From an optimization exercise on the open Yosys and OpenROAD flow, aimed at small area; shortcuts taken in it are not production practice.
Only simulation tests tie the RTL to the original design; equivalence was not proved.
Power is estimated from default activity; no workload was simulated.

==> run.sh <==
#!/bin/bash
# synth_recipe.tcl (not shown) runs the flow's synth.tcl, then flattens the netlist and writes it again
# the make line also repeats each setting of config.mk as NAME=value (left out here)
make -C /OpenROAD-flow-scripts/flow DESIGN_CONFIG=/design/flow/config.mk WORK_HOME=/design/flow/orfs CLKGATE_MAP_FILE= SYNTH_SCRIPT=/design/flow/synth_recipe.tcl finish
==> config.mk <==
export PLATFORM = sky130hd
export DESIGN_NAME = TopModule
export DESIGN_NICKNAME = TopModule
export VERILOG_FILES = /design/flow/design.v
export SDC_FILE = /design/flow/constraint.sdc
export NUM_CORES = 4
export LEC_CHECK = 0
export CAP_MARGIN = 20
export CORE_MARGIN = 2
export CORE_UTILIZATION = 40
export SLEW_MARGIN = 20
==> constraint.sdc <==
create_clock -name core_clock -period 6.0 [get_ports {clk}]
set_input_delay 1.2000 -clock core_clock [delete_from_list [all_inputs] [get_ports {clk}]]
set_output_delay 1.2000 -clock core_clock [all_outputs]
set_load 0.01 [all_outputs]
==> design.v <==
`timescale 1ns / 1ps
module reset_synchronization (
    input wire clk,
    input wire rst_n,
    output reg rst_n_sync
);
reg upsample_data_in;
reg upsample_data_mid;
always @(posedge clk or negedge rst_n) begin
    if (!rst_n) begin
        rst_n_sync <= 0;
        upsample_data_mid <= 0;
        upsample_data_in <= 0;
    end else begin
        rst_n_sync <= upsample_data_mid;
        upsample_data_mid <= upsample_data_in;
        upsample_data_in <= 1'b1;
    end
end
endmodule
`timescale 1ns / 1ps
module upsampler(
		 input wire	  clk,
		 input wire	  rst_n,
		 input wire       new_symbol,
		 input wire [3:0] input_data,
		 input wire [3:0] sample_rate,
		 output reg [3:0] output_data
		 );
   reg [3:0] output_data_next;
   reg [3:0] sample_count_next;
   reg	     state_next;
   reg [3:0] sample_count_current;
   reg	     state_current;
   reg [3:0] sample_rate_q;
   parameter S0_IDLE = 1'b0;
   parameter S1_SAMPLING = 1'b1;
   parameter ZERO_PAD = 4'b0000;
   always @(posedge clk or negedge rst_n)
     begin
	if(rst_n == 1'b0)begin
	   output_data <= 4'd0;
	   sample_count_current <= 4'd0;
	   state_current <= S0_IDLE;
	end else begin
	   sample_rate_q <= sample_rate;
	   output_data <= output_data_next;
	   sample_count_current <= sample_count_next;
	   state_current <= state_next;
	end
     end
   always @(*)
     begin
	output_data_next = output_data;
	state_next = state_current;
	sample_count_next = sample_count_current;
	case(state_current)
	  S0_IDLE: begin
	     if(new_symbol == 1'b1)begin
		state_next = S1_SAMPLING;
	     end
	  end
	  S1_SAMPLING: begin
	     sample_count_next = sample_count_current + 1'b1;
	     if(sample_count_current == sample_rate_q-1)begin
		state_next = S0_IDLE;
		sample_count_next = 4'd0;		
	     end else if(sample_count_current == 4'd0)begin
		output_data_next = input_data;
	     end else begin
		output_data_next = ZERO_PAD;
	     end
	  end  
	endcase  
     end  
endmodule  
`timescale 1ns /1ps
module dsp_slice(
		 input wire clk,
		 input wire signed [3:0] sample_in,
		 input wire signed [11:0] accum_in,
		 input wire signed [7:0] coeff_in,
		 output wire signed [3:0] sample_out,
		 output wire signed [11:0] accum_out
		 );
   reg signed [3:0] 			   sample_delay0;
   reg signed [3:0] 			   sample_delay1;
   reg signed [11:0] 			   mult_out;
   reg signed [11:0]                       accum;
   assign sample_out = sample_delay1;
   assign accum_out  = accum;
    always @(posedge clk)
      begin
	 sample_delay0 <= sample_in;
	 sample_delay1 <= sample_delay0;
	 mult_out      <= sample_delay1 * coeff_in;
	 accum         <= accum_in + mult_out;         
    end
endmodule
`timescale 1ns /1ps
module coeff_memory(
		 input wire 		  clk,
		 input wire signed [7:0]  coeff_in,
		 input wire [6:0] 	  coeff_addr,
		 input wire 		  coeff_write,
		 output wire signed [7:0] coeff_out0,
		 output wire signed [7:0] coeff_out1,
		 output wire signed [7:0] coeff_out2,
		 output wire signed [7:0] coeff_out3,
		 output wire signed [7:0] coeff_out4,
		 output wire signed [7:0] coeff_out5,
		 output wire signed [7:0] coeff_out6,
		 output wire signed [7:0] coeff_out7,
		 output wire signed [7:0] coeff_out8,
		 output wire signed [7:0] coeff_out9,
		 output wire signed [7:0] coeff_out10,
		 output wire signed [7:0] coeff_out11,
		 output wire signed [7:0] coeff_out12,
		 output wire signed [7:0] coeff_out13,
		 output wire signed [7:0] coeff_out14,
		 output wire signed [7:0] coeff_out15,
		 output wire signed [7:0] coeff_out16,
		 output wire signed [7:0] coeff_out17,
		 output wire signed [7:0] coeff_out18,
		 output wire signed [7:0] coeff_out19,
		 output wire signed [7:0] coeff_out20,
		 output wire signed [7:0] coeff_out21,
		 output wire signed [7:0] coeff_out22,
		 output wire signed [7:0] coeff_out23,
		 output wire signed [7:0] coeff_out24,
		 output wire signed [7:0] coeff_out25,
		 output wire signed [7:0] coeff_out26,
		 output wire signed [7:0] coeff_out27,
		 output wire signed [7:0] coeff_out28,
		 output wire signed [7:0] coeff_out29,
                 output wire signed [7:0] coeff_out30,
		 output wire signed [7:0] coeff_out31,
		 output wire signed [7:0] coeff_out32,
		 output wire signed [7:0] coeff_out33,
		 output wire signed [7:0] coeff_out34,
		 output wire signed [7:0] coeff_out35,
		 output wire signed [7:0] coeff_out36,
		 output wire signed [7:0] coeff_out37,
		 output wire signed [7:0] coeff_out38,
		 output wire signed [7:0] coeff_out39,
		 output wire signed [7:0] coeff_out40,
		 output wire signed [7:0] coeff_out41,
		 output wire signed [7:0] coeff_out42,
		 output wire signed [7:0] coeff_out43,
		 output wire signed [7:0] coeff_out44,
		 output wire signed [7:0] coeff_out45,
		 output wire signed [7:0] coeff_out46,
		 output wire signed [7:0] coeff_out47,
		 output wire signed [7:0] coeff_out48,
		 output wire signed [7:0] coeff_out49,
		 output wire signed [7:0] coeff_out50,
		 output wire signed [7:0] coeff_out51,
		 output wire signed [7:0] coeff_out52,
		 output wire signed [7:0] coeff_out53,
		 output wire signed [7:0] coeff_out54,
		 output wire signed [7:0] coeff_out55,
		 output wire signed [7:0] coeff_out56,
		 output wire signed [7:0] coeff_out57,
		 output wire signed [7:0] coeff_out58,
		 output wire signed [7:0] coeff_out59,
		 output wire signed [7:0] coeff_out60,
		 output wire signed [7:0] coeff_out61,
		 output wire signed [7:0] coeff_out62,
		 output wire signed [7:0] coeff_out63,
		 output wire signed [7:0] coeff_out64,
		 output wire signed [7:0] coeff_out65,
		 output wire signed [7:0] coeff_out66,
		 output wire signed [7:0] coeff_out67,
		 output wire signed [7:0] coeff_out68,
		 output wire signed [7:0] coeff_out69,
		 output wire signed [7:0] coeff_out70
		 );
   reg signed [7:0] coeff_internal[0:70];
   always @(posedge clk)
     begin
	if (coeff_write == 1'b1) begin
	   coeff_internal[coeff_addr] <= coeff_in;
	end
     end
   assign coeff_out0 = coeff_internal[0];
   assign coeff_out1 = coeff_internal[1];
   assign coeff_out2 = coeff_internal[2];
   assign coeff_out3 = coeff_internal[3];
   assign coeff_out4 = coeff_internal[4];
   assign coeff_out5 = coeff_internal[5];
   assign coeff_out6 = coeff_internal[6];
   assign coeff_out7 = coeff_internal[7];
   assign coeff_out8 = coeff_internal[8];
   assign coeff_out9 = coeff_internal[9];
   assign coeff_out10 = coeff_internal[10];
   assign coeff_out11 = coeff_internal[11];
   assign coeff_out12 = coeff_internal[12];
   assign coeff_out13 = coeff_internal[13];
   assign coeff_out14 = coeff_internal[14];
   assign coeff_out15 = coeff_internal[15];
   assign coeff_out16 = coeff_internal[16];
   assign coeff_out17 = coeff_internal[17];
   assign coeff_out18 = coeff_internal[18];
   assign coeff_out19 = coeff_internal[19];
   assign coeff_out20 = coeff_internal[20];
   assign coeff_out21 = coeff_internal[21];
   assign coeff_out22 = coeff_internal[22];
   assign coeff_out23 = coeff_internal[23];
   assign coeff_out24 = coeff_internal[24];
   assign coeff_out25 = coeff_internal[25];
   assign coeff_out26 = coeff_internal[26];
   assign coeff_out27 = coeff_internal[27];
   assign coeff_out28 = coeff_internal[28];
   assign coeff_out29 = coeff_internal[29];
   assign coeff_out30 = coeff_internal[30];
   assign coeff_out31 = coeff_internal[31];
   assign coeff_out32 = coeff_internal[32];
   assign coeff_out33 = coeff_internal[33];
   assign coeff_out34 = coeff_internal[34];
   assign coeff_out35 = coeff_internal[35];
   assign coeff_out36 = coeff_internal[36];
   assign coeff_out37 = coeff_internal[37];
   assign coeff_out38 = coeff_internal[38];
   assign coeff_out39 = coeff_internal[39];
   assign coeff_out40 = coeff_internal[40];
   assign coeff_out41 = coeff_internal[41];
   assign coeff_out42 = coeff_internal[42];
   assign coeff_out43 = coeff_internal[43];
   assign coeff_out44 = coeff_internal[44];
   assign coeff_out45 = coeff_internal[45];
   assign coeff_out46 = coeff_internal[46];
   assign coeff_out47 = coeff_internal[47];
   assign coeff_out48 = coeff_internal[48];
   assign coeff_out49 = coeff_internal[49];
   assign coeff_out50 = coeff_internal[50];
   assign coeff_out51 = coeff_internal[51];
   assign coeff_out52 = coeff_internal[52];
   assign coeff_out53 = coeff_internal[53];
   assign coeff_out54 = coeff_internal[54];
   assign coeff_out55 = coeff_internal[55];
   assign coeff_out56 = coeff_internal[56];
   assign coeff_out57 = coeff_internal[57];
   assign coeff_out58 = coeff_internal[58];
   assign coeff_out59 = coeff_internal[59];
   assign coeff_out60 = coeff_internal[60];
   assign coeff_out61 = coeff_internal[61];
   assign coeff_out62 = coeff_internal[62];
   assign coeff_out63 = coeff_internal[63];
   assign coeff_out64 = coeff_internal[64];
   assign coeff_out65 = coeff_internal[65];
   assign coeff_out66 = coeff_internal[66];
   assign coeff_out67 = coeff_internal[67];
   assign coeff_out68 = coeff_internal[68];
   assign coeff_out69 = coeff_internal[69];
   assign coeff_out70 = coeff_internal[70];
endmodule
`timescale 1ns /1ps
module fir_filter(
		  input wire 		    clk,
		  input wire signed [3:0]   sample_in,
		  input wire 		    coeff_write,
		  input wire signed [7:0]   coeff_in,
		  input wire [6:0] 	    coeff_addr,
		  output wire signed [11:0] fir_out
		  );
   wire signed [3:0] 				    sample_internal [0:71];
   wire signed [11:0] 				    accum_internal [0:71];
   wire signed [7:0] 				    coeff [0:70];
   genvar 				    i;
   assign sample_internal[0] = sample_in;
   assign accum_internal[0] = 12'h000;
   assign fir_out = accum_internal[71];
   generate for (i = 0; i < 71; i = i + 1)
     begin: GEN_SLICE
	dsp_slice u_fir_slice(
			      .clk(clk),
			      .sample_in(sample_internal[i]),
			      .accum_in(accum_internal[i]),
			      .coeff_in(coeff[i]),
			      .sample_out(sample_internal[i+1]),
			      .accum_out(accum_internal[i+1])
			      );
     end
   endgenerate
   coeff_memory u_coeff_memory(
			       .clk(clk),
			       .coeff_in(coeff_in),
			       .coeff_addr(coeff_addr),
			       .coeff_write(coeff_write),
			       .coeff_out0(coeff[0]),
			       .coeff_out1(coeff[1]),
			       .coeff_out2(coeff[2]),
			       .coeff_out3(coeff[3]),
			       .coeff_out4(coeff[4]),
			       .coeff_out5(coeff[5]),
			       .coeff_out6(coeff[6]),
			       .coeff_out7(coeff[7]),
			       .coeff_out8(coeff[8]),
			       .coeff_out9(coeff[9]),
			       .coeff_out10(coeff[10]),
			       .coeff_out11(coeff[11]),
			       .coeff_out12(coeff[12]),
			       .coeff_out13(coeff[13]),
			       .coeff_out14(coeff[14]),
			       .coeff_out15(coeff[15]),
			       .coeff_out16(coeff[16]),
			       .coeff_out17(coeff[17]),
			       .coeff_out18(coeff[18]),
			       .coeff_out19(coeff[19]),
			       .coeff_out20(coeff[20]),
			       .coeff_out21(coeff[21]),
			       .coeff_out22(coeff[22]),
			       .coeff_out23(coeff[23]),
			       .coeff_out24(coeff[24]),
			       .coeff_out25(coeff[25]),
			       .coeff_out26(coeff[26]),
			       .coeff_out27(coeff[27]),
			       .coeff_out28(coeff[28]),
			       .coeff_out29(coeff[29]),
			       .coeff_out30(coeff[30]),
			       .coeff_out31(coeff[31]),
			       .coeff_out32(coeff[32]),
			       .coeff_out33(coeff[33]),
			       .coeff_out34(coeff[34]),
			       .coeff_out35(coeff[35]),
			       .coeff_out36(coeff[36]),
			       .coeff_out37(coeff[37]),
			       .coeff_out38(coeff[38]),
			       .coeff_out39(coeff[39]),
			       .coeff_out40(coeff[40]),
			       .coeff_out41(coeff[41]),
			       .coeff_out42(coeff[42]),
			       .coeff_out43(coeff[43]),
			       .coeff_out44(coeff[44]),
			       .coeff_out45(coeff[45]),
			       .coeff_out46(coeff[46]),
			       .coeff_out47(coeff[47]),
			       .coeff_out48(coeff[48]),
			       .coeff_out49(coeff[49]),
			       .coeff_out50(coeff[50]),
			       .coeff_out51(coeff[51]),
			       .coeff_out52(coeff[52]),
			       .coeff_out53(coeff[53]),
			       .coeff_out54(coeff[54]),
			       .coeff_out55(coeff[55]),
			       .coeff_out56(coeff[56]),
			       .coeff_out57(coeff[57]),
			       .coeff_out58(coeff[58]),
			       .coeff_out59(coeff[59]),
			       .coeff_out60(coeff[60]),
			       .coeff_out61(coeff[61]),
			       .coeff_out62(coeff[62]),
			       .coeff_out63(coeff[63]),
			       .coeff_out64(coeff[64]),
			       .coeff_out65(coeff[65]),
			       .coeff_out66(coeff[66]),
			       .coeff_out67(coeff[67]),
			       .coeff_out68(coeff[68]),
			       .coeff_out69(coeff[69]),
			       .coeff_out70(coeff[70])
			       );
endmodule			       
`timescale 1ns / 1ps
module TopModule(
    input clk,
    input rst_n,				
    input wire [3:0] sample_rate,
    input [3:0] data_in,     	 
    input coeff_write,
    input [7:0] coeff_in, 		 
    input [6:0] coeff_addr,
    input wire new_symbol, 		
    output wire [11:0] data_out,   
    output reg data_out_valid     
);
    wire [3:0] upsampler_out;
	wire [11:0] filter_out;
    wire rst_n_sync_wire;
    parameter LATENCY = 144;
    reg [7:0] counter;
    reg [7:0] counter_next;
    reg data_out_valid_next;
    reset_synchronization rst(.clk(clk),
                            .rst_n(rst_n),
                            .rst_n_sync(rst_n_sync_wire)
    );
	upsampler u_upsampler(
		.clk(clk),
		.rst_n(rst_n_sync_wire),
		.sample_rate(sample_rate),
		.new_symbol(new_symbol),
		.input_data(data_in),
		.output_data(upsampler_out)
	);
    fir_filter u_fir_filter(
        .clk(clk),
		.sample_in(upsampler_out),
        .coeff_write(coeff_write),
        .coeff_in(coeff_in),
        .coeff_addr(coeff_addr),
        .fir_out(filter_out)
    );
  always @(posedge clk or negedge rst_n_sync_wire) begin
    if (!rst_n_sync_wire) begin
        counter <= 0;
        data_out_valid <= 0;
    end else begin
        counter <= counter_next;
        data_out_valid <= data_out_valid_next;
    end
end
	always @(*) begin
		data_out_valid_next = data_out_valid;
		counter_next = counter;
		if(data_in) begin
			counter_next = counter + 1'b1;
		end
		if (counter < LATENCY) begin
			data_out_valid_next = 0;
		end
		else begin
			data_out_valid_next = 1'b1;
		end
	end
    assign data_out = filter_out;
endmodule
==> results.toml <==
[final_layout]
areaGrowthSynthToFinish_pct = 10.9
seq_area_mm2 = 0.0632
drive_gt1_frac = 0.0472
multi_input_area_mm2 = 0.106
nNetsFinal = 19400
stdcell_area_mm2 = 0.192
fillers = 40100
final_util = 0.446

[logic_synthesis]
yosysSeqAreaShare = 0.364
yosysMostFrequentCell = "dfxtp_1"
synth_area_leaders = "dfxtp_1 (26%), ha_1 (16%), fa_1 (15%)"
mappedNetlistArea_mm2 = 0.174
ys_types = 73
synth_seq_cells = 2865
synthCells = 15500
synth_common_cells = "dfxtp_1 (2272), ha_1 (2194), and2_1 (1352)"
ys_warn_count = 6
syn_avg_cell_area_um2 = 11.2
async_flop_share = 0.00733
syn_nets = 19000
synth-edff-count = 572
synth_flop_cell = "dfxtp_1"
yosysTopAreaCell = "dfxtp_1"
synth_top_area_share = 0.262

[timing]
fmax_mhz = 260
setup_viol = 0
rsz0062_at_grt = "no"
fin_setup_tns_ns = 0
max-slew-margin-rel = 0.278
finalHoldViolCount = 0
finalMaxSlewViolations = 0
tightest_slew_ns = 1.08
period_needed_ns = 3.84
fin_crit_sh = 0.640
skew_ns = 0.0319

[floorplanning]
dieArea_mm2 = 0.439
die_w_um = 663
die-height_um = 663
ios = 40
num_rows = 241
coreArea_mm2 = 0.432
initial_utilization = 0.402

[global_route]
overflow = 0
grt_use_total = 0.154
grt_start_max_net_pins = 45
antenna_found_initial = 25
grt_pass1_wl_um = 566000
first_global_vias = 110000

[power_and_ir_drop]
power_uw = 61700
p_leak_uw = 0.0911
ir_drop_uv = 241
pwr_density_cell_mw_per_mm2 = 321

[routing]
vias = 107000
wl_per_cell_um = 15.5
drtIter0Drc = 4878
ant_nets = 0
detail_route.vias_per_cell = 4.91
drt-total-wl_um = 339000
drc = 0
firstDrtPassIters = 5

[setup_path]
arrival_ns = 4.64
crit_top_cell = "fa_1"
cp_num_buf_inv = 1
path_delay_family = "adder cells"
crit_chain = "nand2b_1, fa_1, fa_1, inv_1, fa_1, ha_1, fa_1, a211oi_1, o21ai_0, a31oi_1, xnor2_1"
worstSetupStartpointType = "flop"
crit_slowest_cell = "dfxtp_1"
cpPeakStageDelay_ns = 0.55
critical_path_required_ns = 6.80
crit_fanout = 10
critPathKind = "flop to flop"
critPathCaptureType = "flop"

[cts]
insertion_delay_ns = 0.92
cts_setup_buffers = 0
root_buffer = "clkbuf_16"
numCtsBuffers = 321
cts_tree = "yes"
hold_buffers = 0
cts-resized-gates = 0
path_clk_slew_ns = 0.06
clock-sinks = 2865
cts_max_path_buffers = 4
ctsHtreeMaxLevel = 5

[place]
place_area_mm2 = 0.181
io_buffers = 39
place_congestion = 0.798
place_hpwl_um = 254000

[outcome]
outcome = "no timing/DRC/antenna violations"

[hold_path]
hold_path_class = "flop to flop"

[flow_run]
cap_violations = 0
==> kinds of logic after synthesis <==
logic type | share of synthesized area
multiplexers | 0.00693
flip-flops | 0.364
AO/OA/AOI/OAI | 0.104
XOR/XNOR | 0.0682
buffers and inverters | 0.0257
AND/OR/NAND/NOR | 0.125
adder cells (fa/ha/maj) | 0.306
other | 0.0000216
==> cell usage in the layout (no fill, tap or decap), drive strengths merged, types with 159 or more instances in the layout <==
cell / n
dfxtp: 2272
ha: 2194
and2: 1352
fa: 1277
inv: 1200
xnor2: 950
edfxtp: 572
nand2: 550
a21oi: 509
o21ai: 484
nor2b: 477
nor2: 455
clkbuf: 432
xor2: 402
nor3: 322
a21o: 301
nand2b: 280
a211oi: 274
a31oi: 159
==> sequential cells by signal, summed over array words and instances (netlist names) <==
name                                              cells
u_fir_filter.u_coeff_memory.coeff_internal          568
u_upsampler.output_data                               4
u_upsampler.sample_rate_q                             4
u_upsampler.sample_count_current                      4
u_upsampler.state_current                             1
u_fir_filter.GEN_SLICE.u_fir_slice.accum            852
counter                                               8
u_fir_filter.GEN_SLICE.u_fir_slice.sample_delay1    284
rst.rst_n_sync                                        1
data_out_valid                                        1
rst.upsample_data_mid                                 1
u_fir_filter.GEN_SLICE.u_fir_slice.sample_delay0    284
rst.upsample_data_in                                  1
u_fir_filter.GEN_SLICE.u_fir_slice.mult_out         852
==> where the power goes <==
group	leakage [uW]	internal [uW]	switching [uW]
Clock	0.00541	12200	8180
Combinational	0.0617	7480	9180
Sequential	0.0240	22800	1780
==> layer usage <==
metal / part of all wire / track usage / vias up
met5: 0 / 0 / -
met4: 0.025 / 0.0392 / 0
met3: 0.030 / 0.0159 / 477
met2: 0.46 / 0.256 / 1127
met1: 0.49 / 0.215 / 51200
li1: - / - / 54700
==> final cells by class <==
type,instances,share of cell area
Antenna cell,5,0.0000650
Clock buffer,432,0.0482
Clock inverter,164,0.00958
Inverter,1178,0.0230
Multi-Input combinational cell,11500,0.551
Sequential cell,2865,0.328
Tap cell,5710,0.0371
Timing Repair Buffer,64,0.00306
==> per-stage QoR <==
step	setup WS [ns]	hold WS (ns)	cells
floorplan	2.49	0.277	15500
global placement	1.74	0.310	21300
detailed placement	1.73	0.312	21300
CTS	2.13	0.316	21900
global route	1.88	0.321	21900
finish	2.16	0.313	21900
==> final timing paths <==
kind                                               start                                                    endpoint  slack, ns  cells past startpoint
worst max-delay path                                flop  u_fir_filter.GEN_SLICE[4].u_fir_slice.mult_out[11]$_DFF_P_       2.16                     11
worst min-delay path                                flop                                                        flop       0.31                      0
worst max register to register                      flop  u_fir_filter.GEN_SLICE[4].u_fir_slice.mult_out[11]$_DFF_P_       2.16                     11
worst min register to register                      flop                                                        flop       0.31                      0
max in group asynchronous       rst.rst_n_sync$_DFF_PN0_                                      counter[1]$_DFFE_PN0P_       5.09                      0
min in group asynchronous       rst.rst_n_sync$_DFF_PN0_             u_upsampler.sample_count_current[3]$_DFFE_PN0P_       0.37                      0

re-timing with driven ports:
Ports are ideal in the flow. The routed layout listed here was re-timed in OpenROAD. Step 1 sets driving cells, clkbuf_16 on the clock port and buf_2 on the other inputs (assumed; they add their load-dependent delay and slew). Step 2 moves the port delays by t, midway between the first and last clock arrival at a register: inputs arrive t later, outputs are due t later. That takes back most of the time a late clock gives input paths. Slacks: no drivers / after step 1 / after step 2; pairs: no drivers / after step 1.
t, ns: 1.001
setup slack, ns: 2.160 / 2.160 / 1.696
clock arrival spread, ns: 0.044 / 0.044
After both steps this run still meets setup and hold. For this run, drivers alone change the setup slack by 0.000 ns; drivers and shift together by -0.464 ns.
